From an optimization exercise on the open Yosys and OpenROAD flow, aimed at small area and a short achievable clock period; shortcuts taken in it are not production practice. At most, simulation tests tie the RTL to the original design; equivalence was not proved. No activity file was given, so power comes from the tool's default toggle rates.

==> flow/design.v (excerpt) <==
module vi_exe(
input		clk_i,
input		rsn_i,
input		kill_i,
input	[31:0]	instr_i,
input	[31:0]	pc_i,
input	[31:0]	data_a_i,
input	[31:0]	data_b_i,
input	[4:0]	write_addr_i,
input		int_write_enable_i,
output	[31:0]	exe_result_o,
output		exe_illegal_o,
output	[4:0]	mult_wr_en_o,
output	[24:0]	mult_addr_o,
output	[31:0]	mult5_data_o,
output	[31:0]	mult5_instr_o,
output	[31:0]	mult5_pc_o);
Settings: LEC_CHECK=0, CAP_MARGIN=20, CORE_MARGIN=2, CORE_UTILIZATION=40, CTS_CLUSTER_DIAMETER=80, CTS_CLUSTER_SIZE=28, SLEW_MARGIN=20, SYNTH_HIERARCHICAL=1; clock period 10.0 ns.
standard.sh (not shown) runs the stock make flow with config.mk's settings and CLKGATE_MAP_FILE= SYNTH_SCRIPT=/design/flow/synth_recipe.tcl, a recipe that flattens the netlist after the stock synthesis.
==> flow/flow/run.sh <==
#!/bin/bash
set -euo pipefail
export SETUP_SLACK_MARGIN=6.6
export BUFFER_PORTS_ARGS="-buffer_cell sky130_fd_sc_hd__buf_2"
bash standard.sh > standard.log 2>&1
The starting point ran to the end with no violations.
Rerun with:
==> flow/flow/run.sh (replaced) <==
#!/bin/bash
set -euo pipefail
export SETUP_SLACK_MARGIN=6.8
export BUFFER_PORTS_ARGS="-buffer_cell sky130_fd_sc_hd__buf_2"
bash standard.sh > standard.log 2>&1
- CTS_CLUSTER_DIAMETER: 80 -> 90
- CTS_CLUSTER_SIZE: 28 -> 32
Fmax rose by 4.9%. Routed wire length rose by 0.76%. Worst setup slack gains 0.16 ns.
Rerun with:
- CTS_CLUSTER_DIAMETER: 90 -> 80
- CTS_CLUSTER_SIZE: 32 -> 28
The changed run completed without violations.
Total power climbs by 0.83%.
Count of clock-buffer cells in the layout goes up by 8.
Clock skew fell by 0.027 ns.

---

red:
vi_exe, a different RTL version from the one above (not shown whole).
For scale: about 3,000 cells after synthesis, roughly 300 I/O pins.
==> flow/config.mk <==
export PLATFORM = sky130hd
export DESIGN_NAME = vi_exe
export DESIGN_NICKNAME = vi_exe
export VERILOG_FILES = /design/flow/design.v
export SDC_FILE = /design/flow/constraint.sdc
export NUM_CORES = 4
export LEC_CHECK = 0
export CAP_MARGIN = 20
export CORE_MARGIN = 2
export CORE_UTILIZATION = 40
export CTS_CLUSTER_DIAMETER = 80
export CTS_CLUSTER_SIZE = 28
export SLEW_MARGIN = 20
export SYNTH_HIERARCHICAL = 1
==> flow/constraint.sdc <==
create_clock -name core_clock -period 10.0 [get_ports {clk_i}]
set_input_delay 2.0000 -clock core_clock [delete_from_list [all_inputs] [get_ports {clk_i}]]
set_output_delay 2.0000 -clock core_clock [all_outputs]
set_load 0.01 [all_outputs]
==> flow/flow/run.sh <==
#!/bin/bash
set -euo pipefail
export SETUP_SLACK_MARGIN=6.8
export POST_GLOBAL_PLACE_TCL="$PWD/flow/ports.tcl"
export BUFFER_PORTS_ARGS="-buffer_cell sky130_fd_sc_hd__buf_2"
bash standard.sh > standard.log 2>&1
==> flow/flow/ports.tcl <==
# Run after global placement (POST_GLOBAL_PLACE_TCL): the flow's buffer_ports
# gave every port a buf_2; the input ports' buffers become buf_1 (the
# resizer may size them up again where timing needs it).
foreach inst [concat [get_cells input*] [get_cells output*]] {
  if {[get_property [get_lib_cells -of_objects $inst] name] == "sky130_fd_sc_hd__buf_2"} {
    replace_cell $inst sky130_fd_sc_hd__buf_1
  }
}
Edits applied to the flow inputs when going from red to blue:
diff --git a/flow/flow/run.sh b/flow/flow/run.sh
--- a/flow/flow/run.sh
+++ b/flow/flow/run.sh
@@ -4 +3,0 @@
-export POST_GLOBAL_PLACE_TCL="$PWD/flow/ports.tcl"
removed: flow/flow/ports.tcl
Clock period minus worst slack on blue is behind red. Re critical path depth: red was lower than blue. Comparing blue with red, the final setup violation count came out essentially unchanged. Re number of input and output port buffers inserted: no difference whatsoever between red and blue. Portion of the clock cycle consumed by the worst path in the final layout across red and blue: no real change. red -> blue: vias after detailed routing increased slightly. Against red, blue comes in 0.4 points higher on part of the total power dissipated in sequential elements. Worst setup slack down 0.0036 ns in blue wrt red.
What green does differently from blue at the input level:
diff --git a/flow/flow/run.sh b/flow/flow/run.sh
--- a/flow/flow/run.sh
+++ b/flow/flow/run.sh
@@ -3,0 +4 @@
+export POST_GLOBAL_PLACE_TCL="$PWD/flow/ports.tcl"
==> flow/flow/ports.tcl (new file) <==
# Run after global placement (POST_GLOBAL_PLACE_TCL): the flow's buffer_ports
# gave every port a buf_2; the input ports' buffers become buf_1 (the
# resizer may size them up again where timing needs it).
foreach inst [get_cells input*] {
  if {[get_property [get_lib_cells -of_objects $inst] name] == "sky130_fd_sc_hd__buf_2"} {
    replace_cell $inst sky130_fd_sc_hd__buf_1
  }
}
diff --git a/flow/config.mk b/flow/config.mk
--- a/flow/config.mk
+++ b/flow/config.mk
@@ -10 +10 @@
-export CORE_UTILIZATION = 40
+export CORE_UTILIZATION = 55
Notes after the runs:
Against blue as the reference, green delivers a higher worst hold slack.
From blue to green the numbers moved as follows: met1 usage in global routing increased by 9.6 points relative to the old numbers, layout overhead on the synthesized area has decreased, number of placement rows went down by 15%.
On cell-internal power, blue and green are basically level.
#### Input delta (orange over green)
diff --git a/flow/config.mk b/flow/config.mk
--- a/flow/config.mk
+++ b/flow/config.mk
@@ -10 +10 @@
-export CORE_UTILIZATION = 55
+export CORE_UTILIZATION = 40
Notes after the runs:
- The wire length of the first global-routing pass of orange and that of green are within noise of each other.
- Summary of orange over green: utilization has decreased; CTS sink count has remained practically unchanged.
- Between green and orange, the difference in clock network area share is negligible.
- green -> orange: internal power summed over all cells decreased slightly
- Min maximum number of pins on one net before global-route repair across green and orange: orange
### orange -> purple
==> flow/flow/run.sh <==
#!/bin/bash
set -euo pipefail
export SETUP_SLACK_MARGIN=6.8
export PRE_GLOBAL_PLACE_TCL="$PWD/flow/ports.tcl"
export BUFFER_PORTS_ARGS="-inputs -buffer_cell sky130_fd_sc_hd__buf_1"
bash standard.sh > standard.log 2>&1
==> flow/flow/ports.tcl <==
# Run before global placement: buffer the outputs with buf_2 here; the flow's
# own buffer_ports call (BUFFER_PORTS_ARGS) then buffers the inputs with buf_1.
buffer_ports -outputs -buffer_cell sky130_fd_sc_hd__buf_2
==> comparison <==
In the flow results for orange and purple, the static leakage power is smaller on purple.
Against orange, purple reports a share of final layout cell area taken by clock buffers and inverters that is higher.
On minimum clock period after layout, orange and purple are neck and neck.

---

## JK
Another version of the RTL of vi_exe (not shown whole).
Size in the first run: about 3000 cells after synthesis, roughly 800 flip-flops, about 300 I/O pins, about 36000 um2 of cells after synthesis.
export LEC_CHECK = 0
export CAP_MARGIN = 20
export CORE_MARGIN = 2
export CORE_UTILIZATION = 40
export CTS_CLUSTER_DIAMETER = 80
export CTS_CLUSTER_SIZE = 28
export SLEW_MARGIN = 20
export SYNTH_HIERARCHICAL = 1
create_clock -name core_clock -period 10.0 [get_ports {clk_i}]
==> flow/flow/run.sh <==
#!/bin/bash
set -euo pipefail
export SETUP_SLACK_MARGIN=7.0
export BUFFER_PORTS_ARGS="-buffer_cell sky130_fd_sc_hd__buf_2"
bash standard.sh > standard.log 2>&1
JK went all the way through the flow, and no timing, DRC or antenna check failed.
The inputs of MS differ from those of JK as listed below.
Settings: a change of CORE_UTILIZATION from 40 to 55.
==> flow/flow/run.sh <==
#!/bin/bash
set -euo pipefail
export SETUP_SLACK_MARGIN=6.8
export BUFFER_PORTS_ARGS="-buffer_cell sky130_fd_sc_hd__buf_2"
bash standard.sh > standard.log 2>&1
--- outcome ---
- Sequential share of layout area, JK and MS: smaller value in JK
- Global-route usage up 8.1 points in MS wrt JK
- MS vs. JK: number of buffer and inverter instances along the worst setup path lost 3, power fell 0.18 mW.
- Compared with JK, MS shows a higher worst hold margin.
- Relative to JK, delay contributed by the slowest stage of the critical path increased by 550 ps in MS.
- For JK, the end point of the critical path was exe_result[31]$_DFF_P_, unlike MS, where it was exe_y[2]$_DFF_P_.
- The leakage power number comes out higher for JK vs MS.
- The run with more setup slack is JK; MS has less.
- The run with more routed wire is MS, not JK.
## Diff of input files: AL against MS
Settings: CORE_UTILIZATION changed from 55 to 40.
- AL vs MS, start point of the critical path: exe_booth_neg[1]$_DFF_P_ vs instr_i[14]
- The area taken by flip-flops and latches on AL is in line with that on MS.
- Reported for AL and MS, register bit total from synthesis turned out identical to the last digit.
- Summary of AL over MS: clock transition at the registers of the reported paths ~0 delta; total area of multi-input combinational cells ~0 delta; clock group share of total power +0.9 points; post-route cell area +1.5%.
- Relative to MS, share of total power in combinational logic has gone down in AL.
No functional check of the RTL was part of any run of this note.

---

## v13
vi_exe, a different RTL version from the one above (not shown whole).
Size: about 300 I/O pins, ~34000 um2 of cells after synthesis.
Settings: LEC_CHECK=0, CAP_MARGIN=20, CORE_MARGIN=2, CORE_UTILIZATION=40, SLEW_MARGIN=20, SYNTH_HIERARCHICAL=1; clock period 10.0 ns.
==> flow/flow/run.sh <==
#!/bin/bash
set -euo pipefail
export SETUP_SLACK_MARGIN=6.8
export BUFFER_PORTS_ARGS="-buffer_cell sky130_fd_sc_hd__buf_2"
bash standard.sh > standard.log 2>&1
Input-level comparison between v18 and v13:
- SYNTH_HIERARCHICAL: 1 -> unset
--- outcome ---
- In summary, v18 completed successfully, with a layout that passed the timing, DRC and antenna checks.
- Comparing v13 against v18, there is no change at all in number of input and output port buffers inserted.
- v18 against v13: number of different library cells in the post-synthesis netlist fell 29%, setup slack rose 0.013 ns, critical path required time fell 0.02 ns, instance count after placement with tap cells included rose 0.42%.
- Going from v13 to v18, total core area shrank by a few percent.
No run of this note included a check of the RTL's function; only the layout flow was run.

---

== run 1 ==
vi_exe with an RTL version that a note above also has.
For scale: ~790 flip-flops, about 300 I/O pins, about 36,000 um2 of cells after synthesis.
clock: 10.0 ns
lec_check: 0
cap_margin: 20
core_margin: 2
core_utilization: 40
cts_buf_list: sky130_fd_sc_hd__clkbuf_8
cts_cluster_diameter: 60
cts_cluster_size: 20
slew_margin: 20
synth_hierarchical: 1
==> flow/flow/run.sh <==
#!/bin/bash
set -euo pipefail
export SETUP_SLACK_MARGIN=6.8
export POST_GLOBAL_PLACE_TCL="$PWD/flow/ports.tcl"
export BUFFER_PORTS_ARGS="-buffer_cell sky130_fd_sc_hd__buf_2"
bash standard.sh > standard.log 2>&1
==> flow/flow/ports.tcl <==
# Run after global placement (POST_GLOBAL_PLACE_TCL): the flow's buffer_ports
# gave every port a buf_2; the input ports' buffers become buf_1 (the
# resizer may size them up again where timing needs it).
foreach inst [get_cells input*] {
  if {[get_property [get_lib_cells -of_objects $inst] name] == "sky130_fd_sc_hd__buf_2"} {
    replace_cell $inst sky130_fd_sc_hd__buf_1
  }
}
> inputs changed (run 1 -> run 2)
Settings: a deleted CTS_BUF_LIST that had been sky130_fd_sc_hd__clkbuf_8; a change of CTS_CLUSTER_SIZE from 20 to 28; a change of CTS_CLUSTER_DIAMETER from 60 to 80; an added PLACE_DENSITY of 0.75.
Findings:
Sequential cell area in the final layout on run 2 is down relative to run 1.
Delta (run 2 minus run 1): signal arrival time at the worst endpoint increased 2.50 ns; number of DRC markers in iteration 0 decreased by 5.2% relative to the old numbers; required time of the critical path saw an increase.
Of run 1 and run 2, run 1 shows the lower power density over the cells, with run 2 above it.
In run 2 the fraction of power consumed by the clock network turned out 0.5 points higher than in run 1.
Looking only at post-route standard cell area excluding fillers, and setting everything else aside, the higher value of run 1 and run 2 goes to run 1.
Sort run 1 and run 2 by number of standard cells in the final layout excluding fillers, descending, and run 1 comes first.
Inputs modified between run 2 and run 3:
Settings: removing PLACE_DENSITY (formerly 0.75); changing SLEW_MARGIN from 20 to 5; changing CAP_MARGIN from 20 to 5.
Notes after the runs:
- Run comparison: run 2 critical path endpoint mult1_ra[30]$_DFF_P_; run 3 critical path endpoint mult1_rb[75]$_DFF_P_
- Area of the multi-input gates across run 3 and run 2: no real change.
- Taking run 2 as the reference, in run 3 simple-gate share of the synthesized area flat; count of antenna diodes in the layout down 1; flip-flop and latch share of the layout cell area flat; relative area change from synthesis to final layout down 0.43 points; proportion of cell area spent on the clock network down 0.37 points.
- Of run 3 and run 2, the run reporting the lower final routed wirelength across all metal layers was run 2.

## port drivers added, routing unchanged
The results above use ideal ports. As a check the final layouts listed here were re-extracted and re-timed, cells and wires unchanged.
Step 1 sets driving cells, clkbuf_16 on the clock port and buf_2 on the other inputs (assumed; they add their load-dependent delay and slew).
Step 2 times the ports against the registers' clock, not the clock port: input delays grow and output delays shrink by t, the midpoint of the rising clock arrivals with the driver on.
a / b / c = ideal / step 1 / step 2; a / b = the first two.
run	t (ns)	slack for setup (ns)	slew at the worst register clock pin (ns)	cell pins on the clock port's net
the first run of note 1	0.682	6.665 / 6.627 / 6.052	0.11 / 0.11	1
the second run of note 1	0.679	6.822 / 6.788 / 6.279	0.12 / 0.12	1
the third run of note 1	0.689	6.840 / 6.775 / 6.275	0.11 / 0.11	1
red	0.693	6.856 / 6.787 / 6.219	0.11 / 0.11	1
blue	0.676	6.852 / 6.800 / 6.389	0.11 / 0.11	1
green	0.657	6.851 / 6.791 / 6.226	0.11 / 0.11	1
orange	0.679	6.849 / 6.794 / 6.253	0.11 / 0.11	1
purple	0.693	6.846 / 6.812 / 6.304	0.11 / 0.11	1
JK	0.678	6.837 / 6.820 / 6.221	0.11 / 0.11	1
MS	0.684	6.785 / 6.758 / 6.117	0.11 / 0.11	1
AL	0.679	6.743 / 6.743 / 6.168	0.11 / 0.11	1
v13	0.713	6.242 / 6.242 / 6.030	0.07 / 0.07	1
v18	0.698	6.255 / 6.255 / 5.999	0.07 / 0.07	1
run 1	0.780	6.768 / 6.712 / 6.180	0.12 / 0.12	1
run 2	0.702	6.819 / 6.794 / 6.225	0.11 / 0.11	1
run 3	0.678	6.847 / 6.791 / 6.241	0.11 / 0.11	1
After both steps every run listed still meets setup and hold. For MS, which loses most, drivers alone change the setup slack by -0.027 ns; drivers and shift together by -0.668 ns.
